Context: an optimization exercise on an open-source flow, tuned for small area and a short achievable clock period. The choices shown serve that exercise and are no tape-out recipe. Only simulation tests tie the RTL to the original design; equivalence was not proved. The clock port is modelled as an ideal driver; clocking choices that lean on that would not hold on a real chip. Power and IR drop assume default switching activity.

--- flow/flow/run.sh ---
#!/bin/bash
# The standard layout (standard.sh, unchanged synthesis) with two changes:
# - the port buffers use sky130_fd_sc_hd__buf_1 (every port still gets one);
# - after clock tree synthesis, flow/skew.tcl delays the clock of the output
#   registers m and ov by a short chain of clock delay cells (useful skew for
#   the register-to-register path through the multiplier).
export BUFFER_PORTS_ARGS="-buffer_cell sky130_fd_sc_hd__buf_1"
export POST_CTS_TCL="$PWD/flow/skew.tcl"
export SKEW_CELLS="$(cat flow/skew_cells.txt)"
bash standard.sh > standard.log 2>&1
--- flow/standard.sh ---
#!/bin/bash
# synth_recipe.tcl (not shown) runs the flow's synth.tcl, then flattens the netlist and writes it again
# the make line also repeats each setting of config.mk as NAME=value (left out here)
make -C /OpenROAD-flow-scripts/flow DESIGN_CONFIG=/design/flow/config.mk WORK_HOME=/design/flow/orfs CLKGATE_MAP_FILE= SYNTH_SCRIPT=/design/flow/synth_recipe.tcl "${@:-finish}"
--- flow/flow/skew_cells.txt ---
sky130_fd_sc_hd__clkdlybuf4s50_1,sky130_fd_sc_hd__clkdlybuf4s25_1,sky130_fd_sc_hd__clkbuf_4
--- flow/flow/skew.tcl ---
# POST_CTS_TCL hook: delay the clock of the output registers (m, ov) so that
# the long register-to-register path through the multiplier (a_q/b_q -> m)
# gets more time. The output ports, which m and ov drive, lose the same time
# (they have plenty). Every cell added is a clock buffer or delay cell on the
# clock net; the registers themselves are untouched.
set cells [split $::env(SKEW_CELLS) ","]
set_propagated_clock [all_clocks]
set groups [dict create]
foreach c [all_registers -cells] {
  set name [get_full_name $c]
  if {[regexp {^(m\[[0-9]+\]|ov)\$} $name]} {
    set pin [get_pins -of_objects $c -filter "direction==input"]
    foreach p $pin {
      if {[get_property $p lib_pin_name] eq "CLK"} {
        set net [get_full_name [get_nets -of_objects $p]]
        dict lappend groups $net [get_full_name $p]
      }
    }
  }
}
set k 0
dict for {netname pins} $groups {
  puts "skew: net $netname drives [llength $pins] output registers"
  set cur $netname
  foreach cell $cells {
    insert_buffer -buffer_cell $cell -net [get_nets $cur] -load_pins [get_pins $pins] -buffer_name "skew_buf_$k"
    incr k
    set cur [get_full_name [get_nets -of_objects [get_pins [lindex $pins 0]]]]
  }
}
detailed_placement
check_placement -verbose
estimate_parasitics -placement
report_clock_skew
report_checks -path_delay max -digits 3
report_checks -path_delay min -digits 3
--- flow/config.mk ---
export PLATFORM = sky130hd
export DESIGN_NAME = booth_mul_top
export DESIGN_NICKNAME = booth_mul_top
export VERILOG_FILES = /design/flow/design.v
export SDC_FILE = /design/flow/constraint.sdc
export NUM_CORES = 4
export LEC_CHECK = 0
export ABC_AREA = 1
export CAP_MARGIN = 20
export CORE_MARGIN = 2
export CORE_UTILIZATION = 50
export HOLD_SLACK_MARGIN = 0.1
export SLEW_MARGIN = 80
export SYNTH_HIERARCHICAL = 1
export SYNTH_MINIMUM_KEEP_SIZE = 0
--- flow/design.v ---
module booth_mul_top(clk, A, B, m, ov);
	input clk;
	input [15:0] A, B;
	output reg [30:0] m;
	output reg ov;
	reg [15:0] a_q, b_q;
	wire [30:0] m_w;
	wire ov_w;
	BoothMUL mul(.A(a_q), .B(b_q), .m(m_w), .ov(ov_w));
	always @(posedge clk) begin
		a_q <= A;
		b_q <= B;
		m <= m_w;
		ov <= ov_w;
	end
endmodule

module FA(a, b, c, cout, sum);
	input a, b, c;
	output cout, sum;
	assign {cout, sum} = a + b + c;
endmodule
module HA(a, b, cout, sum);
	input a, b;
	output cout, sum;
	assign {cout, sum} = a + b;
endmodule
module BoothMUL(A, B, m, ov);
	input [15:0] A, B;
	output [30:0] m;
	output ov;
	wire s1;
	wire c2;
	wire s3;
	wire c4;
	wire s5;
	wire c6;
	wire s7;
	wire c8;
	wire s9;
	wire c10;
	wire s11;
	wire c12;
	wire s13;
	wire c14;
	wire s15;
	wire c16;
	wire s17;
	wire c18;
	wire s19;
	wire c20;
	wire s21;
	wire c22;
	wire s23;
	wire c24;
	wire s25;
	wire c26;
	wire s27;
	wire c28;
	wire s29;
	wire c30;
	wire s31;
	wire c32;
	wire s33;
	wire c34;
	wire s35;
	wire c36;
	wire s37;
	wire c38;
	wire s39;
	wire c40;
	wire s41;
	wire c42;
	wire s43;
	wire c44;
	wire s45;
	wire c46;
	wire s47;
	wire c48;
	wire s49;
	wire c50;
	wire s51;
	wire c52;
	wire s53;
	wire c54;
	wire s55;
	wire c56;
	wire s57;
	wire c58;
	wire s59;
	wire c60;
	wire s61;
	wire c62;
	wire s63;
	wire c64;
	wire s65;
	wire c66;
	wire s67;
	wire c68;
	wire s69;
	wire c70;
	wire s71;
	wire c72;
	wire s73;
	wire c74;
	wire s75;
	wire c76;
	wire s77;
	wire c78;
	wire s79;
	wire c80;
	wire s81;
	wire c82;
	wire s83;
	wire c84;
	wire s85;
	wire c86;
	wire s87;
	wire c88;
	wire s89;
	wire c90;
	wire s91;
	wire c92;
	wire s93;
	wire c94;
	wire s95;
	wire c96;
	wire s97;
	wire c98;
	wire s99;
	wire c100;
	wire s101;
	wire c102;
	wire s103;
	wire c104;
	wire s105;
	wire c106;
	wire s107;
	wire c108;
	wire s109;
	wire c110;
	wire s111;
	wire c112;
	wire s113;
	wire c114;
	wire s115;
	wire c116;
	wire s117;
	wire c118;
	wire s119;
	wire c120;
	wire s121;
	wire c122;
	wire s123;
	wire c124;
	wire s125;
	wire c126;
	wire s127;
	wire c128;
	wire s129;
	wire c130;
	wire s131;
	wire c132;
	wire s133;
	wire c134;
	wire s135;
	wire c136;
	wire s137;
	wire c138;
	wire s139;
	wire c140;
	wire s141;
	wire c142;
	wire s143;
	wire c144;
	wire s145;
	wire c146;
	wire s147;
	wire c148;
	wire s149;
	wire c150;
	wire s151;
	wire c152;
	wire s153;
	wire c154;
	wire s155;
	wire c156;
	wire s157;
	wire c158;
	wire s159;
	wire c160;
	wire s161;
	wire c162;
	wire s163;
	wire c164;
	wire s165;
	wire c166;
	wire s167;
	wire c168;
	wire s169;
	wire c170;
	wire s171;
	wire c172;
	wire s173;
	wire c174;
	wire s175;
	wire c176;
	wire s177;
	wire c178;
	wire s179;
	wire c180;
	wire s181;
	wire c182;
	wire s183;
	wire c184;
	wire s185;
	wire c186;
	wire s187;
	wire c188;
	wire s189;
	wire c190;
	wire s191;
	wire c192;
	wire s193;
	wire c194;
	wire s195;
	wire c196;
	wire s197;
	wire c198;
	wire s199;
	wire c200;
	wire s201;
	wire c202;
	wire s203;
	wire c204;
	wire s205;
	wire c206;
	wire s207;
	wire c208;
	wire s209;
	wire c210;
	wire s211;
	wire c212;
	wire s213;
	wire c214;
	wire s215;
	wire c216;
	wire s217;
	wire c218;
	wire s219;
	wire c220;
	wire s221;
	wire c222;
	wire s223;
	wire c224;
	wire neg0 = B[1];
	wire one0 = B[0] ^ 1'b0;
	wire two0 = (B[1] & ~B[0] & ~1'b0) | (~B[1] & B[0] & 1'b0);
	wire pp0_0 = ((one0 & A[0]) | (two0 & 1'b0)) ^ neg0;
	wire pp0_1 = ((one0 & A[1]) | (two0 & A[0])) ^ neg0;
	wire pp0_2 = ((one0 & A[2]) | (two0 & A[1])) ^ neg0;
	wire pp0_3 = ((one0 & A[3]) | (two0 & A[2])) ^ neg0;
	wire pp0_4 = ((one0 & A[4]) | (two0 & A[3])) ^ neg0;
	wire pp0_5 = ((one0 & A[5]) | (two0 & A[4])) ^ neg0;
	wire pp0_6 = ((one0 & A[6]) | (two0 & A[5])) ^ neg0;
	wire pp0_7 = ((one0 & A[7]) | (two0 & A[6])) ^ neg0;
	wire pp0_8 = ((one0 & A[8]) | (two0 & A[7])) ^ neg0;
	wire pp0_9 = ((one0 & A[9]) | (two0 & A[8])) ^ neg0;
	wire pp0_10 = ((one0 & A[10]) | (two0 & A[9])) ^ neg0;
	wire pp0_11 = ((one0 & A[11]) | (two0 & A[10])) ^ neg0;
	wire pp0_12 = ((one0 & A[12]) | (two0 & A[11])) ^ neg0;
	wire pp0_13 = ((one0 & A[13]) | (two0 & A[12])) ^ neg0;
	wire pp0_14 = ((one0 & A[14]) | (two0 & A[13])) ^ neg0;
	wire pp0_15 = ((one0 & A[15]) | (two0 & A[14])) ^ neg0;
	wire pp0_16 = ~(((one0 & A[15]) | (two0 & A[15])) ^ neg0);
	wire neg1 = B[3];
	wire one1 = B[2] ^ B[1];
	wire two1 = (B[3] & ~B[2] & ~B[1]) | (~B[3] & B[2] & B[1]);
	wire pp1_0 = ((one1 & A[0]) | (two1 & 1'b0)) ^ neg1;
	wire pp1_1 = ((one1 & A[1]) | (two1 & A[0])) ^ neg1;
	wire pp1_2 = ((one1 & A[2]) | (two1 & A[1])) ^ neg1;
	wire pp1_3 = ((one1 & A[3]) | (two1 & A[2])) ^ neg1;
	wire pp1_4 = ((one1 & A[4]) | (two1 & A[3])) ^ neg1;
	wire pp1_5 = ((one1 & A[5]) | (two1 & A[4])) ^ neg1;
	wire pp1_6 = ((one1 & A[6]) | (two1 & A[5])) ^ neg1;
	wire pp1_7 = ((one1 & A[7]) | (two1 & A[6])) ^ neg1;
	wire pp1_8 = ((one1 & A[8]) | (two1 & A[7])) ^ neg1;
	wire pp1_9 = ((one1 & A[9]) | (two1 & A[8])) ^ neg1;
	wire pp1_10 = ((one1 & A[10]) | (two1 & A[9])) ^ neg1;
	wire pp1_11 = ((one1 & A[11]) | (two1 & A[10])) ^ neg1;
	wire pp1_12 = ((one1 & A[12]) | (two1 & A[11])) ^ neg1;
	wire pp1_13 = ((one1 & A[13]) | (two1 & A[12])) ^ neg1;
	wire pp1_14 = ((one1 & A[14]) | (two1 & A[13])) ^ neg1;
	wire pp1_15 = ((one1 & A[15]) | (two1 & A[14])) ^ neg1;
	wire pp1_16 = ~(((one1 & A[15]) | (two1 & A[15])) ^ neg1);
	wire neg2 = B[5];
	wire one2 = B[4] ^ B[3];
	wire two2 = (B[5] & ~B[4] & ~B[3]) | (~B[5] & B[4] & B[3]);
	wire pp2_0 = ((one2 & A[0]) | (two2 & 1'b0)) ^ neg2;
	wire pp2_1 = ((one2 & A[1]) | (two2 & A[0])) ^ neg2;
	wire pp2_2 = ((one2 & A[2]) | (two2 & A[1])) ^ neg2;
	wire pp2_3 = ((one2 & A[3]) | (two2 & A[2])) ^ neg2;
	wire pp2_4 = ((one2 & A[4]) | (two2 & A[3])) ^ neg2;
	wire pp2_5 = ((one2 & A[5]) | (two2 & A[4])) ^ neg2;
	wire pp2_6 = ((one2 & A[6]) | (two2 & A[5])) ^ neg2;
	wire pp2_7 = ((one2 & A[7]) | (two2 & A[6])) ^ neg2;
	wire pp2_8 = ((one2 & A[8]) | (two2 & A[7])) ^ neg2;
	wire pp2_9 = ((one2 & A[9]) | (two2 & A[8])) ^ neg2;
	wire pp2_10 = ((one2 & A[10]) | (two2 & A[9])) ^ neg2;
	wire pp2_11 = ((one2 & A[11]) | (two2 & A[10])) ^ neg2;
	wire pp2_12 = ((one2 & A[12]) | (two2 & A[11])) ^ neg2;
	wire pp2_13 = ((one2 & A[13]) | (two2 & A[12])) ^ neg2;
	wire pp2_14 = ((one2 & A[14]) | (two2 & A[13])) ^ neg2;
	wire pp2_15 = ((one2 & A[15]) | (two2 & A[14])) ^ neg2;
	wire pp2_16 = ~(((one2 & A[15]) | (two2 & A[15])) ^ neg2);
	wire neg3 = B[7];
	wire one3 = B[6] ^ B[5];
	wire two3 = (B[7] & ~B[6] & ~B[5]) | (~B[7] & B[6] & B[5]);
	wire pp3_0 = ((one3 & A[0]) | (two3 & 1'b0)) ^ neg3;
	wire pp3_1 = ((one3 & A[1]) | (two3 & A[0])) ^ neg3;
	wire pp3_2 = ((one3 & A[2]) | (two3 & A[1])) ^ neg3;
	wire pp3_3 = ((one3 & A[3]) | (two3 & A[2])) ^ neg3;
	wire pp3_4 = ((one3 & A[4]) | (two3 & A[3])) ^ neg3;
	wire pp3_5 = ((one3 & A[5]) | (two3 & A[4])) ^ neg3;
	wire pp3_6 = ((one3 & A[6]) | (two3 & A[5])) ^ neg3;
	wire pp3_7 = ((one3 & A[7]) | (two3 & A[6])) ^ neg3;
	wire pp3_8 = ((one3 & A[8]) | (two3 & A[7])) ^ neg3;
	wire pp3_9 = ((one3 & A[9]) | (two3 & A[8])) ^ neg3;
	wire pp3_10 = ((one3 & A[10]) | (two3 & A[9])) ^ neg3;
	wire pp3_11 = ((one3 & A[11]) | (two3 & A[10])) ^ neg3;
	wire pp3_12 = ((one3 & A[12]) | (two3 & A[11])) ^ neg3;
	wire pp3_13 = ((one3 & A[13]) | (two3 & A[12])) ^ neg3;
	wire pp3_14 = ((one3 & A[14]) | (two3 & A[13])) ^ neg3;
	wire pp3_15 = ((one3 & A[15]) | (two3 & A[14])) ^ neg3;
	wire pp3_16 = ~(((one3 & A[15]) | (two3 & A[15])) ^ neg3);
	wire neg4 = B[9];
	wire one4 = B[8] ^ B[7];
	wire two4 = (B[9] & ~B[8] & ~B[7]) | (~B[9] & B[8] & B[7]);
	wire pp4_0 = ((one4 & A[0]) | (two4 & 1'b0)) ^ neg4;
	wire pp4_1 = ((one4 & A[1]) | (two4 & A[0])) ^ neg4;
	wire pp4_2 = ((one4 & A[2]) | (two4 & A[1])) ^ neg4;
	wire pp4_3 = ((one4 & A[3]) | (two4 & A[2])) ^ neg4;
	wire pp4_4 = ((one4 & A[4]) | (two4 & A[3])) ^ neg4;
	wire pp4_5 = ((one4 & A[5]) | (two4 & A[4])) ^ neg4;
	wire pp4_6 = ((one4 & A[6]) | (two4 & A[5])) ^ neg4;
	wire pp4_7 = ((one4 & A[7]) | (two4 & A[6])) ^ neg4;
	wire pp4_8 = ((one4 & A[8]) | (two4 & A[7])) ^ neg4;
	wire pp4_9 = ((one4 & A[9]) | (two4 & A[8])) ^ neg4;
	wire pp4_10 = ((one4 & A[10]) | (two4 & A[9])) ^ neg4;
	wire pp4_11 = ((one4 & A[11]) | (two4 & A[10])) ^ neg4;
	wire pp4_12 = ((one4 & A[12]) | (two4 & A[11])) ^ neg4;
	wire pp4_13 = ((one4 & A[13]) | (two4 & A[12])) ^ neg4;
	wire pp4_14 = ((one4 & A[14]) | (two4 & A[13])) ^ neg4;
	wire pp4_15 = ((one4 & A[15]) | (two4 & A[14])) ^ neg4;
	wire pp4_16 = ~(((one4 & A[15]) | (two4 & A[15])) ^ neg4);
	wire neg5 = B[11];
	wire one5 = B[10] ^ B[9];
	wire two5 = (B[11] & ~B[10] & ~B[9]) | (~B[11] & B[10] & B[9]);
	wire pp5_0 = ((one5 & A[0]) | (two5 & 1'b0)) ^ neg5;
	wire pp5_1 = ((one5 & A[1]) | (two5 & A[0])) ^ neg5;
	wire pp5_2 = ((one5 & A[2]) | (two5 & A[1])) ^ neg5;
	wire pp5_3 = ((one5 & A[3]) | (two5 & A[2])) ^ neg5;
	wire pp5_4 = ((one5 & A[4]) | (two5 & A[3])) ^ neg5;
	wire pp5_5 = ((one5 & A[5]) | (two5 & A[4])) ^ neg5;
	wire pp5_6 = ((one5 & A[6]) | (two5 & A[5])) ^ neg5;
	wire pp5_7 = ((one5 & A[7]) | (two5 & A[6])) ^ neg5;
	wire pp5_8 = ((one5 & A[8]) | (two5 & A[7])) ^ neg5;
	wire pp5_9 = ((one5 & A[9]) | (two5 & A[8])) ^ neg5;
	wire pp5_10 = ((one5 & A[10]) | (two5 & A[9])) ^ neg5;
	wire pp5_11 = ((one5 & A[11]) | (two5 & A[10])) ^ neg5;
	wire pp5_12 = ((one5 & A[12]) | (two5 & A[11])) ^ neg5;
	wire pp5_13 = ((one5 & A[13]) | (two5 & A[12])) ^ neg5;
	wire pp5_14 = ((one5 & A[14]) | (two5 & A[13])) ^ neg5;
	wire pp5_15 = ((one5 & A[15]) | (two5 & A[14])) ^ neg5;
	wire pp5_16 = ~(((one5 & A[15]) | (two5 & A[15])) ^ neg5);
	wire neg6 = B[13];
	wire one6 = B[12] ^ B[11];
	wire two6 = (B[13] & ~B[12] & ~B[11]) | (~B[13] & B[12] & B[11]);
	wire pp6_0 = ((one6 & A[0]) | (two6 & 1'b0)) ^ neg6;
	wire pp6_1 = ((one6 & A[1]) | (two6 & A[0])) ^ neg6;
	wire pp6_2 = ((one6 & A[2]) | (two6 & A[1])) ^ neg6;
	wire pp6_3 = ((one6 & A[3]) | (two6 & A[2])) ^ neg6;
	wire pp6_4 = ((one6 & A[4]) | (two6 & A[3])) ^ neg6;
	wire pp6_5 = ((one6 & A[5]) | (two6 & A[4])) ^ neg6;
	wire pp6_6 = ((one6 & A[6]) | (two6 & A[5])) ^ neg6;
	wire pp6_7 = ((one6 & A[7]) | (two6 & A[6])) ^ neg6;
	wire pp6_8 = ((one6 & A[8]) | (two6 & A[7])) ^ neg6;
	wire pp6_9 = ((one6 & A[9]) | (two6 & A[8])) ^ neg6;
	wire pp6_10 = ((one6 & A[10]) | (two6 & A[9])) ^ neg6;
	wire pp6_11 = ((one6 & A[11]) | (two6 & A[10])) ^ neg6;
	wire pp6_12 = ((one6 & A[12]) | (two6 & A[11])) ^ neg6;
	wire pp6_13 = ((one6 & A[13]) | (two6 & A[12])) ^ neg6;
	wire pp6_14 = ((one6 & A[14]) | (two6 & A[13])) ^ neg6;
	wire pp6_15 = ((one6 & A[15]) | (two6 & A[14])) ^ neg6;
	wire pp6_16 = ~(((one6 & A[15]) | (two6 & A[15])) ^ neg6);
	wire neg7 = B[15];
	wire one7 = B[14] ^ B[13];
	wire two7 = (B[15] & ~B[14] & ~B[13]) | (~B[15] & B[14] & B[13]);
	wire pp7_0 = ((one7 & A[0]) | (two7 & 1'b0)) ^ neg7;
	wire pp7_1 = ((one7 & A[1]) | (two7 & A[0])) ^ neg7;
	wire pp7_2 = ((one7 & A[2]) | (two7 & A[1])) ^ neg7;
	wire pp7_3 = ((one7 & A[3]) | (two7 & A[2])) ^ neg7;
	wire pp7_4 = ((one7 & A[4]) | (two7 & A[3])) ^ neg7;
	wire pp7_5 = ((one7 & A[5]) | (two7 & A[4])) ^ neg7;
	wire pp7_6 = ((one7 & A[6]) | (two7 & A[5])) ^ neg7;
	wire pp7_7 = ((one7 & A[7]) | (two7 & A[6])) ^ neg7;
	wire pp7_8 = ((one7 & A[8]) | (two7 & A[7])) ^ neg7;
	wire pp7_9 = ((one7 & A[9]) | (two7 & A[8])) ^ neg7;
	wire pp7_10 = ((one7 & A[10]) | (two7 & A[9])) ^ neg7;
	wire pp7_11 = ((one7 & A[11]) | (two7 & A[10])) ^ neg7;
	wire pp7_12 = ((one7 & A[12]) | (two7 & A[11])) ^ neg7;
	wire pp7_13 = ((one7 & A[13]) | (two7 & A[12])) ^ neg7;
	wire pp7_14 = ((one7 & A[14]) | (two7 & A[13])) ^ neg7;
	wire pp7_15 = ((one7 & A[15]) | (two7 & A[14])) ^ neg7;
	wire pp7_16 = ~(((one7 & A[15]) | (two7 & A[15])) ^ neg7);
	HA ha2(.a(neg5), .b(pp0_10), .cout(c2), .sum(s1));
	HA ha4(.a(pp0_11), .b(pp1_9), .cout(c4), .sum(s3));
	FA fa6(.a(neg6), .b(pp0_12), .c(pp1_10), .cout(c6), .sum(s5));
	HA ha8(.a(pp2_8), .b(pp3_6), .cout(c8), .sum(s7));
	FA fa10(.a(pp0_13), .b(pp1_11), .c(pp2_9), .cout(c10), .sum(s9));
	HA ha12(.a(pp3_7), .b(pp4_5), .cout(c12), .sum(s11));
	FA fa14(.a(neg7), .b(pp0_14), .c(pp1_12), .cout(c14), .sum(s13));
	FA fa16(.a(pp2_10), .b(pp3_8), .c(pp4_6), .cout(c16), .sum(s15));
	HA ha18(.a(pp5_4), .b(pp6_2), .cout(c18), .sum(s17));
	FA fa20(.a(pp0_15), .b(pp1_13), .c(pp2_11), .cout(c20), .sum(s19));
	FA fa22(.a(pp3_9), .b(pp4_7), .c(pp5_5), .cout(c22), .sum(s21));
	HA ha24(.a(pp6_3), .b(pp7_1), .cout(c24), .sum(s23));
	assign s25 = ~(pp0_16 ^ pp1_14);
	assign c26 = pp0_16 | pp1_14;
	FA fa28(.a(pp2_12), .b(pp3_10), .c(pp4_8), .cout(c28), .sum(s27));
	FA fa30(.a(pp5_6), .b(pp6_4), .c(pp7_2), .cout(c30), .sum(s29));
	assign s31 = ~(pp1_15 ^ pp2_13);
	assign c32 = pp1_15 | pp2_13;
	FA fa34(.a(pp3_11), .b(pp4_9), .c(pp5_7), .cout(c34), .sum(s33));
	HA ha36(.a(pp6_5), .b(pp7_3), .cout(c36), .sum(s35));
	FA fa38(.a(pp1_16), .b(pp2_14), .c(pp3_12), .cout(c38), .sum(s37));
	FA fa40(.a(pp4_10), .b(pp5_8), .c(pp6_6), .cout(c40), .sum(s39));
	assign s41 = ~(pp2_15 ^ pp3_13);
	assign c42 = pp2_15 | pp3_13;
	HA ha44(.a(pp4_11), .b(pp5_9), .cout(c44), .sum(s43));
	FA fa46(.a(pp2_16), .b(pp3_14), .c(pp4_12), .cout(c46), .sum(s45));
	assign s47 = ~pp3_15;
	assign c48 = pp3_15;
	HA ha50(.a(neg3), .b(pp0_6), .cout(c50), .sum(s49));
	HA ha52(.a(pp0_7), .b(pp1_5), .cout(c52), .sum(s51));
	FA fa54(.a(neg4), .b(pp0_8), .c(pp1_6), .cout(c54), .sum(s53));
	HA ha56(.a(pp2_4), .b(pp3_2), .cout(c56), .sum(s55));
	FA fa58(.a(pp0_9), .b(pp1_7), .c(pp2_5), .cout(c58), .sum(s57));
	HA ha60(.a(pp3_3), .b(pp4_1), .cout(c60), .sum(s59));
	FA fa62(.a(pp1_8), .b(pp2_6), .c(pp3_4), .cout(c62), .sum(s61));
	FA fa64(.a(pp4_2), .b(pp5_0), .c(s1), .cout(c64), .sum(s63));
	FA fa66(.a(pp2_7), .b(pp3_5), .c(pp4_3), .cout(c66), .sum(s65));
	FA fa68(.a(pp5_1), .b(c2), .c(s3), .cout(c68), .sum(s67));
	FA fa70(.a(pp4_4), .b(pp5_2), .c(pp6_0), .cout(c70), .sum(s69));
	FA fa72(.a(c4), .b(s7), .c(s5), .cout(c72), .sum(s71));
	FA fa74(.a(pp5_3), .b(pp6_1), .c(c8), .cout(c74), .sum(s73));
	FA fa76(.a(s11), .b(c6), .c(s9), .cout(c76), .sum(s75));
	FA fa78(.a(pp7_0), .b(c12), .c(s17), .cout(c78), .sum(s77));
	FA fa80(.a(c10), .b(s13), .c(s15), .cout(c80), .sum(s79));
	FA fa82(.a(c18), .b(s23), .c(c14), .cout(c82), .sum(s81));
	FA fa84(.a(c16), .b(s19), .c(s21), .cout(c84), .sum(s83));
	FA fa86(.a(c24), .b(c20), .c(c22), .cout(c86), .sum(s85));
	FA fa88(.a(s25), .b(s27), .c(s29), .cout(c88), .sum(s87));
	FA fa90(.a(s35), .b(c26), .c(c28), .cout(c90), .sum(s89));
	FA fa92(.a(c30), .b(s31), .c(s33), .cout(c92), .sum(s91));
	FA fa94(.a(pp7_4), .b(c36), .c(c32), .cout(c94), .sum(s93));
	FA fa96(.a(c34), .b(s37), .c(s39), .cout(c96), .sum(s95));
	FA fa98(.a(pp6_7), .b(pp7_5), .c(s43), .cout(c98), .sum(s97));
	FA fa100(.a(c38), .b(c40), .c(s41), .cout(c100), .sum(s99));
	FA fa102(.a(pp5_10), .b(pp6_8), .c(pp7_6), .cout(c102), .sum(s101));
	FA fa104(.a(c44), .b(c42), .c(s45), .cout(c104), .sum(s103));
	FA fa106(.a(pp4_13), .b(pp5_11), .c(pp6_9), .cout(c106), .sum(s105));
	FA fa108(.a(pp7_7), .b(s47), .c(c46), .cout(c108), .sum(s107));
	FA fa110(.a(pp3_16), .b(pp4_14), .c(pp5_12), .cout(c110), .sum(s109));
	FA fa112(.a(pp6_10), .b(pp7_8), .c(c48), .cout(c112), .sum(s111));
	assign s113 = ~(pp4_15 ^ pp5_13);
	assign c114 = pp4_15 | pp5_13;
	HA ha116(.a(pp6_11), .b(pp7_9), .cout(c116), .sum(s115));
	FA fa118(.a(pp4_16), .b(pp5_14), .c(pp6_12), .cout(c118), .sum(s117));
	assign s119 = ~pp5_15;
	assign c120 = pp5_15;
	HA ha122(.a(neg2), .b(pp0_4), .cout(c122), .sum(s121));
	HA ha124(.a(pp0_5), .b(pp1_3), .cout(c124), .sum(s123));
	FA fa126(.a(pp1_4), .b(pp2_2), .c(pp3_0), .cout(c126), .sum(s125));
	FA fa128(.a(pp2_3), .b(pp3_1), .c(c50), .cout(c128), .sum(s127));
	FA fa130(.a(pp4_0), .b(c52), .c(s55), .cout(c130), .sum(s129));
	FA fa132(.a(c56), .b(s59), .c(c54), .cout(c132), .sum(s131));
	FA fa134(.a(c60), .b(c58), .c(s61), .cout(c134), .sum(s133));
	FA fa136(.a(c62), .b(s65), .c(c64), .cout(c136), .sum(s135));
	FA fa138(.a(c66), .b(s69), .c(c68), .cout(c138), .sum(s137));
	FA fa140(.a(c70), .b(s73), .c(c72), .cout(c140), .sum(s139));
	FA fa142(.a(c74), .b(s77), .c(c76), .cout(c142), .sum(s141));
	FA fa144(.a(c78), .b(c80), .c(s81), .cout(c144), .sum(s143));
	FA fa146(.a(c82), .b(c84), .c(s85), .cout(c146), .sum(s145));
	FA fa148(.a(c86), .b(c88), .c(s89), .cout(c148), .sum(s147));
	FA fa150(.a(c90), .b(c92), .c(s93), .cout(c150), .sum(s149));
	FA fa152(.a(s97), .b(c94), .c(c96), .cout(c152), .sum(s151));
	FA fa154(.a(s101), .b(c98), .c(c100), .cout(c154), .sum(s153));
	FA fa156(.a(c102), .b(s105), .c(c104), .cout(c156), .sum(s155));
	FA fa158(.a(c106), .b(s109), .c(s111), .cout(c158), .sum(s157));
	FA fa160(.a(s115), .b(c110), .c(s113), .cout(c160), .sum(s159));
	FA fa162(.a(pp7_10), .b(c116), .c(c114), .cout(c162), .sum(s161));
	FA fa164(.a(pp6_13), .b(pp7_11), .c(s119), .cout(c164), .sum(s163));
	FA fa166(.a(pp5_16), .b(pp6_14), .c(pp7_12), .cout(c166), .sum(s165));
	assign s167 = ~pp6_15;
	assign c168 = pp6_15;
	HA ha170(.a(neg1), .b(pp0_2), .cout(c170), .sum(s169));
	HA ha172(.a(pp0_3), .b(pp1_1), .cout(c172), .sum(s171));
	FA fa174(.a(pp1_2), .b(pp2_0), .c(s121), .cout(c174), .sum(s173));
	FA fa176(.a(pp2_1), .b(c122), .c(s123), .cout(c176), .sum(s175));
	FA fa178(.a(c124), .b(s49), .c(s125), .cout(c178), .sum(s177));
	FA fa180(.a(s51), .b(c126), .c(s127), .cout(c180), .sum(s179));
	FA fa182(.a(s53), .b(c128), .c(s129), .cout(c182), .sum(s181));
	FA fa184(.a(s57), .b(c130), .c(s131), .cout(c184), .sum(s183));
	FA fa186(.a(s63), .b(c132), .c(s133), .cout(c186), .sum(s185));
	FA fa188(.a(s67), .b(c134), .c(s135), .cout(c188), .sum(s187));
	FA fa190(.a(s71), .b(c136), .c(s137), .cout(c190), .sum(s189));
	FA fa192(.a(s75), .b(c138), .c(s139), .cout(c192), .sum(s191));
	FA fa194(.a(s79), .b(c140), .c(s141), .cout(c194), .sum(s193));
	FA fa196(.a(s83), .b(c142), .c(s143), .cout(c196), .sum(s195));
	FA fa198(.a(s87), .b(c144), .c(s145), .cout(c198), .sum(s197));
	FA fa200(.a(s91), .b(c146), .c(s147), .cout(c200), .sum(s199));
	FA fa202(.a(s95), .b(c148), .c(s149), .cout(c202), .sum(s201));
	FA fa204(.a(s99), .b(c150), .c(s151), .cout(c204), .sum(s203));
	FA fa206(.a(s103), .b(c152), .c(s153), .cout(c206), .sum(s205));
	FA fa208(.a(s107), .b(c154), .c(s155), .cout(c208), .sum(s207));
	FA fa210(.a(c108), .b(s157), .c(c156), .cout(c210), .sum(s209));
	FA fa212(.a(c112), .b(s159), .c(c158), .cout(c212), .sum(s211));
	FA fa214(.a(s117), .b(c160), .c(s161), .cout(c214), .sum(s213));
	FA fa216(.a(c118), .b(s163), .c(c162), .cout(c216), .sum(s215));
	FA fa218(.a(c120), .b(s165), .c(c164), .cout(c218), .sum(s217));
	FA fa220(.a(pp7_13), .b(s167), .c(c166), .cout(c220), .sum(s219));
	FA fa222(.a(pp6_16), .b(pp7_14), .c(c168), .cout(c222), .sum(s221));
	assign s223 = ~pp7_15;
	assign c224 = pp7_15;
	wire [31:0] X = {1'b1, pp7_16, s223, s221, s219, s217, c214, s213, s211, s209, c206, c204, c202, c200, c198, c196, c194, c192, c190, c188, c186, c184, c182, c180, c178, c176, c174, c172, c170, pp1_0, pp0_1, neg0};
	wire [31:0] Y = {1'b0, c224, c222, c220, c218, c216, s215, c212, c210, c208, s207, s205, s203, s201, s199, s197, s195, s193, s191, s189, s187, s185, s183, s181, s179, s177, s175, s173, s171, s169, 1'b0, pp0_0};
	wire [31:0] P;
	wire [31:0] g, p;
	HA pg0(.a(X[0]), .b(Y[0]), .cout(g[0]), .sum(p[0]));
	assign g[1] = 1'b0;
	assign p[1] = pp0_1;
	HA pg2(.a(X[2]), .b(Y[2]), .cout(g[2]), .sum(p[2]));
	HA pg3(.a(X[3]), .b(Y[3]), .cout(g[3]), .sum(p[3]));
	HA pg4(.a(X[4]), .b(Y[4]), .cout(g[4]), .sum(p[4]));
	HA pg5(.a(X[5]), .b(Y[5]), .cout(g[5]), .sum(p[5]));
	HA pg6(.a(X[6]), .b(Y[6]), .cout(g[6]), .sum(p[6]));
	HA pg7(.a(X[7]), .b(Y[7]), .cout(g[7]), .sum(p[7]));
	HA pg8(.a(X[8]), .b(Y[8]), .cout(g[8]), .sum(p[8]));
	HA pg9(.a(X[9]), .b(Y[9]), .cout(g[9]), .sum(p[9]));
	HA pg10(.a(X[10]), .b(Y[10]), .cout(g[10]), .sum(p[10]));
	HA pg11(.a(X[11]), .b(Y[11]), .cout(g[11]), .sum(p[11]));
	HA pg12(.a(X[12]), .b(Y[12]), .cout(g[12]), .sum(p[12]));
	HA pg13(.a(X[13]), .b(Y[13]), .cout(g[13]), .sum(p[13]));
	HA pg14(.a(X[14]), .b(Y[14]), .cout(g[14]), .sum(p[14]));
	HA pg15(.a(X[15]), .b(Y[15]), .cout(g[15]), .sum(p[15]));
	HA pg16(.a(X[16]), .b(Y[16]), .cout(g[16]), .sum(p[16]));
	HA pg17(.a(X[17]), .b(Y[17]), .cout(g[17]), .sum(p[17]));
	HA pg18(.a(X[18]), .b(Y[18]), .cout(g[18]), .sum(p[18]));
	HA pg19(.a(X[19]), .b(Y[19]), .cout(g[19]), .sum(p[19]));
	HA pg20(.a(X[20]), .b(Y[20]), .cout(g[20]), .sum(p[20]));
	HA pg21(.a(X[21]), .b(Y[21]), .cout(g[21]), .sum(p[21]));
	HA pg22(.a(X[22]), .b(Y[22]), .cout(g[22]), .sum(p[22]));
	HA pg23(.a(X[23]), .b(Y[23]), .cout(g[23]), .sum(p[23]));
	HA pg24(.a(X[24]), .b(Y[24]), .cout(g[24]), .sum(p[24]));
	HA pg25(.a(X[25]), .b(Y[25]), .cout(g[25]), .sum(p[25]));
	HA pg26(.a(X[26]), .b(Y[26]), .cout(g[26]), .sum(p[26]));
	HA pg27(.a(X[27]), .b(Y[27]), .cout(g[27]), .sum(p[27]));
	HA pg28(.a(X[28]), .b(Y[28]), .cout(g[28]), .sum(p[28]));
	HA pg29(.a(X[29]), .b(Y[29]), .cout(g[29]), .sum(p[29]));
	HA pg30(.a(X[30]), .b(Y[30]), .cout(g[30]), .sum(p[30]));
	assign g[31] = 1'b0;
	assign p[31] = ~1'b0;
	assign G225 = g[1] | (p[1] & g[0]);
	assign Pq226 = p[1] & p[0];
	assign G227 = g[3] | (p[3] & g[2]);
	assign Pq228 = p[3] & p[2];
	assign G229 = g[5] | (p[5] & g[4]);
	assign Pq230 = p[5] & p[4];
	assign G231 = g[7] | (p[7] & g[6]);
	assign Pq232 = p[7] & p[6];
	assign G233 = g[9] | (p[9] & g[8]);
	assign Pq234 = p[9] & p[8];
	assign G235 = g[11] | (p[11] & g[10]);
	assign Pq236 = p[11] & p[10];
	assign G237 = g[13] | (p[13] & g[12]);
	assign Pq238 = p[13] & p[12];
	assign G239 = g[15] | (p[15] & g[14]);
	assign Pq240 = p[15] & p[14];
	assign G241 = g[17] | (p[17] & g[16]);
	assign Pq242 = p[17] & p[16];
	assign G243 = g[19] | (p[19] & g[18]);
	assign Pq244 = p[19] & p[18];
	assign G245 = g[21] | (p[21] & g[20]);
	assign Pq246 = p[21] & p[20];
	assign G247 = g[23] | (p[23] & g[22]);
	assign Pq248 = p[23] & p[22];
	assign G249 = g[25] | (p[25] & g[24]);
	assign Pq250 = p[25] & p[24];
	assign G251 = g[27] | (p[27] & g[26]);
	assign Pq252 = p[27] & p[26];
	assign G253 = g[29] | (p[29] & g[28]);
	assign Pq254 = p[29] & p[28];
	assign G255 = g[31] | (p[31] & g[30]);
	assign Pq256 = p[31] & p[30];
	assign G257 = g[2] | (p[2] & G225);
	assign Pq258 = p[2] & Pq226;
	assign G259 = G227 | (Pq228 & G225);
	assign Pq260 = Pq228 & Pq226;
	assign G261 = g[6] | (p[6] & G229);
	assign Pq262 = p[6] & Pq230;
	assign G263 = G231 | (Pq232 & G229);
	assign Pq264 = Pq232 & Pq230;
	assign G265 = g[10] | (p[10] & G233);
	assign Pq266 = p[10] & Pq234;
	assign G267 = G235 | (Pq236 & G233);
	assign Pq268 = Pq236 & Pq234;
	assign G269 = g[14] | (p[14] & G237);
	assign Pq270 = p[14] & Pq238;
	assign G271 = G239 | (Pq240 & G237);
	assign Pq272 = Pq240 & Pq238;
	assign G273 = g[18] | (p[18] & G241);
	assign Pq274 = p[18] & Pq242;
	assign G275 = G243 | (Pq244 & G241);
	assign Pq276 = Pq244 & Pq242;
	assign G277 = g[22] | (p[22] & G245);
	assign Pq278 = p[22] & Pq246;
	assign G279 = G247 | (Pq248 & G245);
	assign Pq280 = Pq248 & Pq246;
	assign G281 = g[26] | (p[26] & G249);
	assign Pq282 = p[26] & Pq250;
	assign G283 = G251 | (Pq252 & G249);
	assign Pq284 = Pq252 & Pq250;
	assign G285 = g[30] | (p[30] & G253);
	assign Pq286 = p[30] & Pq254;
	assign G287 = G255 | (Pq256 & G253);
	assign Pq288 = Pq256 & Pq254;
	assign G289 = g[4] | (p[4] & G259);
	assign Pq290 = p[4] & Pq260;
	assign G291 = G229 | (Pq230 & G259);
	assign Pq292 = Pq230 & Pq260;
	assign G293 = G261 | (Pq262 & G259);
	assign Pq294 = Pq262 & Pq260;
	assign G295 = G263 | (Pq264 & G259);
	assign Pq296 = Pq264 & Pq260;
	assign G297 = g[12] | (p[12] & G267);
	assign Pq298 = p[12] & Pq268;
	assign G299 = G237 | (Pq238 & G267);
	assign Pq300 = Pq238 & Pq268;
	assign G301 = G269 | (Pq270 & G267);
	assign Pq302 = Pq270 & Pq268;
	assign G303 = G271 | (Pq272 & G267);
	assign Pq304 = Pq272 & Pq268;
	assign G305 = g[20] | (p[20] & G275);
	assign Pq306 = p[20] & Pq276;
	assign G307 = G245 | (Pq246 & G275);
	assign Pq308 = Pq246 & Pq276;
	assign G309 = G277 | (Pq278 & G275);
	assign Pq310 = Pq278 & Pq276;
	assign G311 = G279 | (Pq280 & G275);
	assign Pq312 = Pq280 & Pq276;
	assign G313 = g[28] | (p[28] & G283);
	assign Pq314 = p[28] & Pq284;
	assign G315 = G253 | (Pq254 & G283);
	assign Pq316 = Pq254 & Pq284;
	assign G317 = G285 | (Pq286 & G283);
	assign Pq318 = Pq286 & Pq284;
	assign G319 = G287 | (Pq288 & G283);
	assign Pq320 = Pq288 & Pq284;
	assign G321 = g[8] | (p[8] & G295);
	assign Pq322 = p[8] & Pq296;
	assign G323 = G233 | (Pq234 & G295);
	assign Pq324 = Pq234 & Pq296;
	assign G325 = G265 | (Pq266 & G295);
	assign Pq326 = Pq266 & Pq296;
	assign G327 = G267 | (Pq268 & G295);
	assign Pq328 = Pq268 & Pq296;
	assign G329 = G297 | (Pq298 & G295);
	assign Pq330 = Pq298 & Pq296;
	assign G331 = G299 | (Pq300 & G295);
	assign Pq332 = Pq300 & Pq296;
	assign G333 = G301 | (Pq302 & G295);
	assign Pq334 = Pq302 & Pq296;
	assign G335 = G303 | (Pq304 & G295);
	assign Pq336 = Pq304 & Pq296;
	assign G337 = g[24] | (p[24] & G311);
	assign Pq338 = p[24] & Pq312;
	assign G339 = G249 | (Pq250 & G311);
	assign Pq340 = Pq250 & Pq312;
	assign G341 = G281 | (Pq282 & G311);
	assign Pq342 = Pq282 & Pq312;
	assign G343 = G283 | (Pq284 & G311);
	assign Pq344 = Pq284 & Pq312;
	assign G345 = G313 | (Pq314 & G311);
	assign Pq346 = Pq314 & Pq312;
	assign G347 = G315 | (Pq316 & G311);
	assign Pq348 = Pq316 & Pq312;
	assign G349 = G317 | (Pq318 & G311);
	assign Pq350 = Pq318 & Pq312;
	assign G351 = G319 | (Pq320 & G311);
	assign Pq352 = Pq320 & Pq312;
	assign G353 = g[16] | (p[16] & G335);
	assign Pq354 = p[16] & Pq336;
	assign G355 = G241 | (Pq242 & G335);
	assign Pq356 = Pq242 & Pq336;
	assign G357 = G273 | (Pq274 & G335);
	assign Pq358 = Pq274 & Pq336;
	assign G359 = G275 | (Pq276 & G335);
	assign Pq360 = Pq276 & Pq336;
	assign G361 = G305 | (Pq306 & G335);
	assign Pq362 = Pq306 & Pq336;
	assign G363 = G307 | (Pq308 & G335);
	assign Pq364 = Pq308 & Pq336;
	assign G365 = G309 | (Pq310 & G335);
	assign Pq366 = Pq310 & Pq336;
	assign G367 = G311 | (Pq312 & G335);
	assign Pq368 = Pq312 & Pq336;
	assign G369 = G337 | (Pq338 & G335);
	assign Pq370 = Pq338 & Pq336;
	assign G371 = G339 | (Pq340 & G335);
	assign Pq372 = Pq340 & Pq336;
	assign G373 = G341 | (Pq342 & G335);
	assign Pq374 = Pq342 & Pq336;
	assign G375 = G343 | (Pq344 & G335);
	assign Pq376 = Pq344 & Pq336;
	assign G377 = G345 | (Pq346 & G335);
	assign Pq378 = Pq346 & Pq336;
	assign G379 = G347 | (Pq348 & G335);
	assign Pq380 = Pq348 & Pq336;
	assign G381 = G349 | (Pq350 & G335);
	assign Pq382 = Pq350 & Pq336;
	assign G383 = G351 | (Pq352 & G335);
	assign Pq384 = Pq352 & Pq336;
	assign P[0] = p[0];
	assign P[1] = p[1] ^ g[0];
	assign P[2] = p[2] ^ G225;
	assign P[3] = p[3] ^ G257;
	assign P[4] = p[4] ^ G259;
	assign P[5] = p[5] ^ G289;
	assign P[6] = p[6] ^ G291;
	assign P[7] = p[7] ^ G293;
	assign P[8] = p[8] ^ G295;
	assign P[9] = p[9] ^ G321;
	assign P[10] = p[10] ^ G323;
	assign P[11] = p[11] ^ G325;
	assign P[12] = p[12] ^ G327;
	assign P[13] = p[13] ^ G329;
	assign P[14] = p[14] ^ G331;
	assign P[15] = p[15] ^ G333;
	assign P[16] = p[16] ^ G335;
	assign P[17] = p[17] ^ G353;
	assign P[18] = p[18] ^ G355;
	assign P[19] = p[19] ^ G357;
	assign P[20] = p[20] ^ G359;
	assign P[21] = p[21] ^ G361;
	assign P[22] = p[22] ^ G363;
	assign P[23] = p[23] ^ G365;
	assign P[24] = p[24] ^ G367;
	assign P[25] = p[25] ^ G369;
	assign P[26] = p[26] ^ G371;
	assign P[27] = p[27] ^ G373;
	assign P[28] = p[28] ^ G375;
	assign P[29] = p[29] ^ G377;
	assign P[30] = p[30] ^ G379;
	assign P[31] = p[31] ^ G381;
	assign m = P[30:0];
	assign ov = ~P[31];
endmodule
--- flow/constraint.sdc ---
create_clock -name core_clock -period 12.2 [get_ports {clk}]
set_input_delay 2.4400 -clock core_clock [delete_from_list [all_inputs] [get_ports {clk}]]
set_output_delay 2.4400 -clock core_clock [all_outputs]
set_load 0.01 [all_outputs]
==> results of run 1 <==
## flip-flops by register name, summed over array words and instances, names as in the netlist
signal  cells
ov          1
b_q        16
m          31
a_q        16
## report_power, final
part / internal (mW) / switching, mW / total (mW)
clock network: 0.289 / 0.133 / 0.422
logic: 0.895 / 1.36 / 2.25
registers: 0.308 / 0.0178 / 0.326
## worst paths after layout
path	to	startpoint	slack (ns)
hold reg to reg	m[3]	b_q[3]	0.07
hold / removal	m[3]	b_q[3]	0.07
setup reg to reg	m[17]	b_q[1]	7.64
setup / recovery	m[17]	b_q[1]	7.64
## metrics by stage
stage / instances / hold slack, ns / utilization / setup WS (ns)
global placement: 1074 / 0.676 / 0.525 / 6.74
finish: 1121 / 0.0726 / 0.579 / 7.64
detailed placement: 1076 / 0.725 / 0.535 / 7.35
global route: 1121 / 0.111 / 0.579 / 7.36
floorplan: 866 / 0.568 / - / 7.79
## metal layers
metal | routed length (µm) | global-route usage
met2 | 9030 | 0.397
met3 | 913 | 0.0470
met5 | 0 | 0
met4 | 760 | 0.120
met1 | 8010 | 0.296
## cell type report, clock buffers not listed
class / instances / area (µm²)
Fill cell: 1382 / 6400
Sequential cell: 64 / 1290
Multi-Input combinational cell: 669 / 5990
Clock inverter: 7 / 103
Inverter: 83 / 350
Timing Repair Buffer: 77 / 380
Tap cell: 188 / 235
## cell families after synthesis
family | count (synthesis) | share of synthesized area
XOR/XNOR | 137 | 0.154
buffers and inverters | 133 | 0.0807
AO/OA/AOI/OAI | 158 | 0.157
adder cells (fa/ha/maj) | 143 | 0.314
flip-flops | 64 | 0.165
AND/OR/NAND/NOR | 231 | 0.129
## cells in the final DEF (no fill, tap or decap), types with 4 or more instances in the layout
cell type	Yosys	final
clkbuf_16	0	9
clkdlybuf4s25_1	0	8
buf_6	11	8
xnor2_1	5	5
nand2_2	12	6
or2_4	4	4
nand2_1	143	138
xor2_2	0	5
a31oi_1	7	5
clkdlybuf4s50_1	0	8
xor2_1	132	127
nand3_1	21	21
fa_1	87	87
o22ai_1	77	77
buf_1	9	64
nor3_1	4	4
inv_4	0	15
o22ai_2	42	42
clkbuf_4	0	8
nand2_4	5	15
dlygate4sd3_1	0	5
nor2_1	37	37
inv_1	82	66
a21oi_1	26	26
dfxtp_1	64	61
ha_1	56	56
## cell usage after synthesis, drive strengths merged, types with 5 or more instances
master / n / area (µm²)
a31oi: 7 / 43.8
buf: 44 / 293
nor2: 37 / 139
or2: 8 / 60.1
nand2: 160 / 668
dfxtp: 64 / 1280
ha: 56 / 701
nand3: 21 / 105
clkbuf: 6 / 22.5
xnor2: 5 / 43.8
inv: 83 / 312
fa: 87 / 1740
xor2: 132 / 1160
a21oi: 26 / 130
o22ai: 119 / 1010
## critical path: stages (launching register included)
cell and delay (ns):
dfxtp_1 0.30, dlygate4sd3_1 0.55, buf_6 0.26, nand2_1 0.18
nand2_1 0.15, nand2_4 0.17, o22ai_1 0.18, xor2_1 0.25
fa_1 0.47, fa_1 0.45, fa_1 0.55, fa_1 0.43
ha_1 0.33, nand2_1 0.11, inv_1 0.04, nand2_1 0.05
nand2_1 0.05, a21oi_1 0.21, nand2_4 0.16, ha_1 0.21
nor2_1 0.11, xnor2_1 0.12
## Yosys stat by module, one instance, submodules excluded
module | cells inside | copies in the design | cell area (µm²) | flops+latches
BoothMUL | 668 | 1 | 4160 | 0
HA | 1 | 47 | 12.5 | 0
booth_mul_top | 64 | 1 | 1280 | 64
FA | 1 | 87 | 20.0 | 0
==> reports/results.env, run 1 <==
NUM_ROWS=45
TIMING.MAX_CAP.VIOLATIONS=0
FP.DIEH_UM=129
POWER_mW=3.00
WORST_SLEW_MARGIN_REL=0.798
INITIAL_UTILIZATION=0.511
TRITONCTS_NUM_SINKS=64
GRT_START_MAX_NET_PINS=22
RUN_STATUS='complete, no violations'
SHARE_OF_LAYOUT_CELLS_ABOVE_DRIVE_STRENGTH_1=0.137
TOP_REG_CELL_SYNTH='dfxtp_1'
CORE_REGION_AREA_MM2=0.0152
DPL-INSTANCE-AREA_MM2=0.00814
GLOBALPLACE.CONGESTION=0.903
YS_SEQ_AREA_FRAC=0.165
SYN-MEAN-INSTANCE-AREA_UM2=8.97
CLOCK_LATENCY_OF_THE_LATER_CLOCKED_REGISTER_IN_THE_WORST_SKEW_PAIR_NS=1.22
FP.DIEAREA_MM2=0.0166
MAX_FREQ_MHz=219
SYNTHESIS.AREA_MM2=0.00777
SHARE_OF_THE_CYCLE_NEEDED_BY_THE_CRITICAL_PATH_AFTER_ROUTING=0.374
WORST_HOLD_PATH.NUM_CELLS=4
REQUIRED_NS=13.33
CTS_TREE='yes'
WL_PER_CELL_UM=16.7
FINALCLOCKSKEW_NS=0.886
DETAILEDROUTE.FIRSTPASSITERATIONCOUNT=5
CRIT_PATH_END_KIND='register'
SYNTH_EDF_COUNT=0
FIN_CRIT_NS=4.56
TIMING.FINAL.MAX_SLEW_VIOLATIONS=0
TIMING.FINAL.SETUP_VIOLATIONS=0
PLACE.DETAILED.HPWL_UM=13700
FINAL_CELL_AREA_MM2=0.00880
WORST-R2R-CELL-COUNT=21
NUMPORTBUFFERS=64
SYNTH-ASYNC-RESET-RATIO=0
CTS.CLK_SLEW.WORST_PATHS_NS=0.07
LEAKAGE_nW=4.03
WIRE_LENGTH_OF_THE_FIRST_GLOBAL_ROUTING_PASS_UM=31100
ANTENNA_FOUND_INITIAL=0
DRT_ITER0_MARKERS=431
VDD.IR_DROP.WORST_mV=0.243
DETAIL_ROUTE.DRC_VIOLATIONS=0
TNS_NS=0
CRITICAL_PATH_CLASS='reg2reg'
SYNTHESIS.YOSYS.WARNINGS=167
IO_PINS=65
ROUTED-VIA-COUNT=6291
WORST-ENDPOINT-ARRIVAL_NS=5.69
DIE_W_UM=129
SYNTH_CELL_TYPES=29
SYNTH_REGISTER_BITS=64
HOLD_VIOL_FINAL=0
POWER_DENSITY_OVER_CELL_AREA_mW_PER_MM2=341
ANTENNADIODECOUNT=0
GRT_PASS1_VIAS=6529
HOLD_PATH.CLASS='reg2reg'
TIMING.CRITICAL_PATH.FROM_TYPE='register'
UNREPAIRED_SETUP_ENDPOINTS_AFTER_GLOBAL_ROUTING='no'
GLOBAL_ROUTE.USAGE.TOTAL=0.239
AVGVIACOUNTPERCELL=5.61
LAYOUT.NETS=1104
WORST_PIN_SLEW_NS=0.303
POST_SYNTHESIS_INSTANCE_TOTAL=866
NUMBER_OF_NETS_WITH_ANTENNA_VIOLATIONS_AFTER_DETAILED_ROUTING=0
FLOW.AREA_GROWTH_FROM_SYNTHESIS_PCT=13.2
TOTALWIRELENGTH_UM=18700
WORSTPATHMAXFANOUT=20
SYNTH.NET_COUNT=1042
GLOBALROUTE.TOTALOVERFLOW=0
==> run 2, diff against run 1 <==
==> flow/flow/run.sh (replaced) <==
#!/bin/bash
# The standard layout (standard.sh, unchanged synthesis) with two changes:
# - the port buffers use sky130_fd_sc_hd__buf_1 (every port still gets one);
# - after clock tree synthesis, flow/skew.tcl delays the clock of the output
#   registers m and ov whose data paths are long, by a short chain of clock
#   delay cells (useful skew for the register-to-register path through the
#   multiplier). flow/skew_cells.txt: line 1 the chain's cells, line 2 the
#   setup slack (ns) below which a register is delayed, line 3 the hold slack
#   (ns) a register must have to be delayed.
export BUFFER_PORTS_ARGS="-buffer_cell sky130_fd_sc_hd__buf_1"
export POST_CTS_TCL="$PWD/flow/skew.tcl"
export SKEW_CELLS="$(sed -n 1p flow/skew_cells.txt)"
export SKEW_MAX_SLACK="$(sed -n 2p flow/skew_cells.txt)"
export SKEW_MIN_HOLD="$(sed -n 3p flow/skew_cells.txt)"
bash standard.sh > standard.log 2>&1
--- a/flow/flow/skew.tcl
+++ b/flow/flow/skew.tcl
@@ -5,10 +5,19 @@
 # clock net; the registers themselves are untouched.
 set cells [split $::env(SKEW_CELLS) ","]
 set_propagated_clock [all_clocks]
+estimate_parasitics -placement
+# Only the output registers whose data path is long (setup slack below
+# SKEW_MAX_SLACK) are delayed, and only when their shortest path leaves room
+# (hold slack above SKEW_MIN_HOLD).
 set groups [dict create]
 foreach c [all_registers -cells] {
   set name [get_full_name $c]
   if {[regexp {^(m\[[0-9]+\]|ov)\$} $name]} {
+    set d [get_pins $name/D]
+    set smax [get_property $d slack_max]
+    set smin [get_property $d slack_min]
+    puts "skew: $name setup slack $smax hold slack $smin"
+    if {$smax >= $::env(SKEW_MAX_SLACK) || $smin <= $::env(SKEW_MIN_HOLD)} { continue }
     set pin [get_pins -of_objects $c -filter "direction==input"]
     foreach p $pin {
       if {[get_property $p lib_pin_name] eq "CLK"} {
==> flow/flow/skew_cells.txt (replaced) <==
sky130_fd_sc_hd__clkdlybuf4s50_1,sky130_fd_sc_hd__clkbuf_4
8.3
0.8
--- a/flow/config.mk
+++ b/flow/config.mk
@@ -9,7 +9,7 @@
 export CAP_MARGIN = 20
 export CORE_MARGIN = 2
 export CORE_UTILIZATION = 50
-export HOLD_SLACK_MARGIN = 0.1
+export HOLD_SLACK_MARGIN = 0.05
 export SLEW_MARGIN = 80
 export SYNTH_HIERARCHICAL = 1
 export SYNTH_MINIMUM_KEEP_SIZE = 0
==> reports/results.env, run 2 <==
WL_PER_CELL_UM=16.7  # about the same
GRT_START_MAX_NET_PINS=22  # unchanged
TIMING.MAX_CAP.VIOLATIONS=0  # unchanged
CLOCK_POWER_SHARE=0.114  # -0.026
R2R_SLACK_NS=7.91  # +0.27 ns
DETAILEDROUTE.FIRSTPASSITERATIONCOUNT=6  # +1
HOLD_VIOL_FINAL=0  # unchanged
SYNTH_TOP_CELL_BY_AREA='fa_1'
VDD.IR_DROP.WORST_mV=0.243  # -0.18%
SYNTH.NET_COUNT=1042  # unchanged
SYNTHESIS.AREA_MM2=0.00777  # unchanged
DETAIL_ROUTE.DRC_VIOLATIONS=0  # unchanged
CORE_REGION_AREA_MM2=0.0152  # unchanged
TOP_REG_CELL_SYNTH='dfxtp_1'
ANTENNADIODECOUNT=0  # unchanged
TRITONCTS_NUM_SINKS=64  # unchanged
TIMING.CRITICAL_PATH.FROM_TYPE='register'
INITIAL_UTILIZATION=0.511  # unchanged
LAYOUT.NETS=1083  # -1.9%
YS_SEQ_AREA_FRAC=0.165  # unchanged
IO_PINS=65  # unchanged
UNREPAIRED_SETUP_ENDPOINTS_AFTER_GLOBAL_ROUTING='no'
SYNTH_LARGEST_TYPE_AREA_FRACTION=0.224  # unchanged
REGMOSTFLOPS='m'
PROPORTION_OF_POWER_DRAWN_BY_FLIP_FLOPS_AND_LATCHES=0.112  # +0.003
CTS_TREE='yes'
SYNTH_TOP_CELLS_BY_AREA='fa_1 (22%), dfxtp_1 (16%), xor2_1 (15%), ha_1 (9.0%), nand2_1 (6.9%)'
LAYOUT.AREA.SEQ_MM2=0.00129  # unchanged
GLOBALROUTE.TOTALOVERFLOW=0  # unchanged
HOLD_SLACK_NS=0.331  # +0.258 ns
NUMBER_OF_NETS_WITH_ANTENNA_VIOLATIONS_AFTER_DETAILED_ROUTING=0  # unchanged
TOTALWIRELENGTH_UM=18400  # -1.9%
NUM_ROWS=45  # unchanged
HOLD_PATH.CLASS='reg2reg'
MULTIINPUTGATEAREA_MM2=0.00599  # unchanged
NUMPORTBUFFERS=64  # unchanged
WORST-ENDPOINT-ARRIVAL_NS=5.16  # -0.53 ns
AVGVIACOUNTPERCELL=5.65  # +0.73%
FIN_CRIT_NS=4.29  # -0.268 ns
FINAL.FILL_COUNT=1406  # +1.7%
LEAKAGE_nW=3.94  # -2.1%
FINALCLOCKSKEW_NS=0.634  # -0.251 ns
TNS_NS=0  # unchanged
PLACE.DETAILED.HPWL_UM=13700  # unchanged
POWER_REPORT.INTERNAL_TOTAL_mW=1.42  # -5.0%
GRT_PASS1_VIAS=6335  # -3.0%
REQUIRED_NS=13.07  # -0.26 ns
FP.DIEH_UM=129  # unchanged
WIRE_LENGTH_OF_THE_FIRST_GLOBAL_ROUTING_PASS_UM=30600  # -1.7%
DRT_ITER0_MARKERS=434  # +0.70%
SYNTH_CELL_TYPES=29  # unchanged
COMMONEST_CELLS_AFTER_ROUTING_FILL_AND_TAPS_ASIDE='nand2_1 (138), xor2_1 (127), fa_1 (87)'
WORSTPATHMAXFANOUT=20  # unchanged
TIMING.FINAL.SETUP_VIOLATIONS=0  # unchanged
POST_SYNTHESIS_INSTANCE_TOTAL=866  # unchanged
POST-SYNTH-TOP-COUNT-CELL='nand2_1'
POWER.NET_SWITCHING_mW=1.49  # -1.3%
ANTENNA_FOUND_INITIAL=0  # unchanged
POWER.COMBINATIONAL.FRACTION=0.774  # +0.023
GLOBAL_ROUTE.USAGE.TOTAL=0.235  # -0.00380
TIMING.FINAL.MAX_SLEW_VIOLATIONS=0  # unchanged
FLOW.AREA_GROWTH_FROM_SYNTHESIS_PCT=10.7
SYNTH_REGISTER_BITS=64  # unchanged
SYN-MEAN-INSTANCE-AREA_UM2=8.97  # unchanged
RUN_STATUS='complete, no violations'
CLOCK_LATENCY_OF_THE_LATER_CLOCKED_REGISTER_IN_THE_WORST_SKEW_PAIR_NS=0.97  # -0.25 ns
SYNTH.CELLS.MOST_FREQUENT='nand2_1 (143), xor2_1 (132), fa_1 (87)'
MOST_COMMON_LIBRARY_CELL_IN_THE_LAYOUT_IGNORING_FILL_AND_TAPS='nand2_1'
WORST_SLEW_MARGIN_REL=0.801  # +0.00352
CRIT_PATH_END_KIND='register'
SYNTH_EDF_COUNT=0  # unchanged
LARGEST_REGISTER_FFS=31  # unchanged
POWER_DENSITY_OVER_CELL_AREA_mW_PER_MM2=338  # -0.88%
GLOBALPLACE.CONGESTION=0.903  # unchanged
WORST_PIN_SLEW_NS=0.298  # -0.00554 ns
SYNTH-ASYNC-RESET-RATIO=0  # unchanged
SYNTHESIS.YOSYS.WARNINGS=167  # unchanged
LARGESTREGISTERS='m x31, a_q x16, b_q x16'
SHARE_OF_LAYOUT_CELLS_ABOVE_DRIVE_STRENGTH_1=0.136  # -0.00123
ROUTED-VIA-COUNT=6218  # -1.2%
SWITCHING_SHARE=0.513  # +0.00934
DIE_W_UM=129  # unchanged
MAX_FREQ_MHz=233  # +6.2%
SHARE_OF_THE_CYCLE_NEEDED_BY_THE_CRITICAL_PATH_AFTER_ROUTING=0.352  # -0.0220
FP.DIEAREA_MM2=0.0166  # unchanged
CRITICAL_PATH_CLASS='reg2reg'
CTS.CLK_SLEW.WORST_PATHS_NS=0.10  # +0.03 ns
-- run 2: changes by cell type in the layout (fill, tap and decap cells not counted), sizes merged --
cell	previous run	this run
dlygate4sd3	5	0
clkdlybuf4s25	8	0
clkdlybuf4s50	8	4
clkbuf	17	13
-- run 2: logic make-up (layout without fill, tap and decap cells) --
group | Yosys count | in the layout | synth area share
AO/OA/AOI/OAI | 158 | 158 | 0.157
flip-flops | 64 | 64 | 0.165
adder cells (fa/ha/maj) | 143 | 143 | 0.314
XOR/XNOR | 137 | 137 | 0.154
AND/OR/NAND/NOR | 231 | 231 | 0.129
buffers and inverters | 133 | 179 | 0.0807
-- run 2: per-layer routing --
layer / vias to the layer above / routed length, µm / global-route usage
met5: - / 0 / 0
met4: 0 / 767 / 0.113
met3: 49 / 959 / 0.0441
met2: 216 / 8770 / 0.391
met1: 3024 / 7860 / 0.295
li1: 2929 / - / -
-- run 2: area by class of cell, clock buffers not listed --
cell class / count / area share
Sequential cell: 64 / 0.150
Multi-Input combinational cell: 669 / 0.697
Timing Repair Buffer: 72 / 0.0384
Inverter: 83 / 0.0407
Tap cell: 188 / 0.0274
Clock inverter: 7 / 0.0119
-- run 2: critical path: stages (launching register included) --
cell	delay, ns
dfxtp_1	0.32
buf_6	0.24
nand2_1	0.21
nand2_1	0.16
nand2_4	0.19
o22ai_1	0.19
xor2_1	0.22
fa_1	0.50
fa_1	0.44
fa_1	0.53
fa_1	0.41
ha_1	0.32
nand2_1	0.09
nand2_1	0.08
nand2_1	0.09
nand2_1	0.13
nand2_1	0.10
nand2_1	0.16
a21oi_1	0.23
nand2_1	0.07
nand2_1	0.07
nand2_1	0.05
-- run 2: stage by stage --
stage               instances  instance area, µm²  total power, mW   util  worst slack, ns
floorplan                 866                7770             2.16      -             7.79
global placement         1074                7980             2.52  0.525             6.74
detailed placement       1076                8140             2.58  0.535             7.35
global route             1100                8600             3.32  0.566             7.61
finish                   1100                8600             2.91  0.566             7.91
-- run 2: power groups by stage --
stage	Sequential (mW)	Clock, mW	Combinational (mW)
final	0.326	0.332	2.25
after global routing	0.331	0.352	2.64
after detailed placement	0.331	0	2.25
after global placement	0.329	0	2.19
after floorplan	0.357	0	1.80
-- run 2: modules after synthesis (local to each module, per instance) --
module	flip-flops and latches	cell area [µm²]	cells inside	copies in the design
HA	0	12.5	1	47
BoothMUL	0	4160	668	1
booth_mul_top	64	1280	64	1
FA	0	20.0	1	87
-- run 2: worst paths after layout --
path,from,endpoint,depth (start not counted)
min reg2reg,a_q[15],ov,4
max,b_q[5],m[30],21
min,a_q[15],ov,4
max reg2reg,b_q[5],m[30],21
==> run 3, diff against run 2 <==
==> flow/flow/skew_cells.txt (replaced) <==
sky130_fd_sc_hd__clkdlybuf4s50_1,sky130_fd_sc_hd__clkdlybuf4s25_1,sky130_fd_sc_hd__clkbuf_4
8.3
1.0
==> reports/results.env, run 3 <==
TIMING.CRITICAL_PATH.FROM_TYPE='register'
AVGVIACOUNTPERCELL=5.65  # about the same
CTS.CLK_SLEW.WORST_PATHS_NS=0.09  # about the same
RUN_STATUS='complete, no violations'
HOLD_PATH.CLASS='reg2reg'
WORST-ENDPOINT-ARRIVAL_NS=5.06  # -0.10 ns
INITIAL_UTILIZATION=0.511  # unchanged
TIMING.FINAL.SETUP_VIOLATIONS=0  # unchanged
POST-SYNTH-TOP-COUNT-CELL='nand2_1'
TIMING.MAX_CAP.VIOLATIONS=0  # unchanged
TOP_REG_CELL_SYNTH='dfxtp_1'
ROUTED-VIA-COUNT=6241  # +0.37%
DRT_ITER0_MARKERS=411  # -5.3%
WL_MET1_UM=8030  # +2.2%
SWITCHING_SHARE=0.510  # -0.00236
SYNTH-ASYNC-RESET-RATIO=0  # unchanged
IO_PINS=65  # unchanged
NUMPORTBUFFERS=64  # unchanged
SYNTH_REGISTER_BITS=64  # unchanged
CRITICAL_PATH_CLASS='reg2reg'
MET2_LENGTH_UM=8770  # about the same
MULTIINPUTGATEAREA_MM2=0.00599  # unchanged
TIMING.CRITICAL_PATH.SLOWEST_STAGE_CELL='fa_1'
SYNTHESIS.AREA_MM2=0.00777  # unchanged
SHARE_OF_THE_CYCLE_NEEDED_BY_THE_CRITICAL_PATH_AFTER_ROUTING=0.397  # +0.0450
CLOCK_LATENCY_OF_THE_LATER_CLOCKED_REGISTER_IN_THE_WORST_SKEW_PAIR_NS=1.22  # +0.25 ns
DIE_W_UM=129  # unchanged
FIN_CRIT_NS=4.84  # +0.549 ns
LARGEST_REGISTER_FFS=31  # unchanged
TOP_LAYER_USED='met4'
PROPORTION_OF_POWER_DRAWN_BY_FLIP_FLOPS_AND_LATCHES=0.111  # about the same
NUMBER_OF_NETS_WITH_ANTENNA_VIOLATIONS_AFTER_DETAILED_ROUTING=0  # unchanged
REGMOSTFLOPS='m'
SYN-MEAN-INSTANCE-AREA_UM2=8.97  # unchanged
TIMING.FINAL.MAX_SLEW_VIOLATIONS=0  # unchanged
GLOBALPLACE.CONGESTION=0.903  # unchanged
LAYOUT.AREA.SEQ_MM2=0.00129  # unchanged
DETAILROUTE.WIRELENGTH.MET3_UM=895  # -6.7%
CORE_REGION_AREA_MM2=0.0152  # unchanged
UNREPAIRED_SETUP_ENDPOINTS_AFTER_GLOBAL_ROUTING='no'
SYNTH_LARGEST_TYPE_AREA_FRACTION=0.224  # unchanged
TRITONCTS_NUM_SINKS=64  # unchanged
NUM_ROWS=45  # unchanged
FLOW.AREA_GROWTH_FROM_SYNTHESIS_PCT=11.2
PLACE.DETAILED.HPWL_UM=13700  # unchanged
FP.DIEAREA_MM2=0.0166  # unchanged
GLOBALROUTE.TOTALOVERFLOW=0  # unchanged
WORST_SLEW_MARGIN_REL=0.796  # -0.00559
REQUIRED_NS=12.42  # -0.65 ns
==> run 3: cell counts after synthesis <==
No cell type changed its count.
==> run 3: final timing paths <==
check        depth (start not counted)    end  slack [ns]  startpoint
min                                  4  m[30]        0.19     a_q[15]
max reg2reg                         21     ov        7.36      b_q[5]
max                                 21     ov        7.36      b_q[5]
min reg2reg                          4  m[30]        0.19     a_q[15]
==> run 3: per-module statistics from Yosys (local to each module, per instance) <==
module	cells inside	flip-flops and latches	copies in the design
BoothMUL	668	0	1
booth_mul_top	64	64	1
FA	1	0	87
HA	1	0	47
==> run 3: per-stage QoR <==
step	utilization	worst slack [ns]	cells	area (µm²)	hold WS [ns]
after global routing	0.568	7.06	1104	8640	0.256
after global placement	0.525	6.74	1074	7980	0.676
final	0.568	7.36	1104	8640	0.190
after detailed placement	0.535	7.35	1076	8140	0.725
after floorplan	-	7.79	866	7770	0.568
==> run 3: logic make-up (layout without fill, tap and decap cells) <==
kind of cell    Yosys count  after routing  synth area share
compound gates          158            158             0.157
xor+xnor                137            137             0.154
fa+ha+maj               143            143             0.314
buf+inv                 133            183            0.0807
flops                    64             64             0.165
simple gates            231            231             0.129
==> run 3: power by group through the flow <==
| stage | logic (mW) | registers [mW] | clock network (mW) |
|---|---|---|---|
| finish | 2.25 | 0.326 | 0.352 |
| global route | 2.64 | 0.332 | 0.374 |
| detailed placement | 2.25 | 0.331 | 0 |
| global placement | 2.19 | 0.329 | 0 |
| floorplan | 1.80 | 0.357 | 0 |
==> run 3: worst min-delay path, stage by stage, from the launching register on <==
cell and delay, ns:
dfxtp_4 0.41, a31oi_1 0.24, ha_1 0.22, nand3_1 0.09
nand2_1 0.06
==> run 3: final cells by class, clock buffers not listed <==
cell class,instances,share of cell area
sequential,64,0.150
tap,188,0.0272
inverter,83,0.0406
clock inverter,7,0.0119
timing repair buffer,72,0.0382
multi-input combinational,669,0.694
==> run 3: metal layers <==
metal,vias to the layer above,GRT usage
met1,3043,0.296
met4,0,0.112
met3,46,0.0441
li1,2939,-
met5,-,0
met2,213,0.392

[static timing again, ports no longer ideal]
The results above use ideal ports. As a check the final layouts listed here were re-extracted and re-timed, cells and wires unchanged.
Step 1 assumes that a clkbuf_16 drives the clock port and a buf_2 every other input.
Step 2, shift: input delay + t, output delay - t, t = (earliest + latest rising clock arrival at the registers) / 2. This alone moves slack from input paths to output paths.
a / b / c = ideal / step 1 / step 2; a / b = the first two.
| run | shift t [ns] | setup WS [ns] | clock arrival spread, ns | worst data-port slew with drivers (ns) |
|---|---|---|---|---|
| run 1 | 0.818 | 7.643 / 7.643 / 7.643 | 0.886 / 0.885 | 0.04 |
| run 2 | 0.692 | 7.911 / 7.911 / 7.911 | 0.635 / 0.634 | 0.04 |
| run 3 | 0.811 | 7.362 / 7.362 / 7.362 | 0.891 / 0.891 | 0.04 |
In every run listed the clock reaches the registers at very different times; t lies between them, and the last value is a rough guide only.
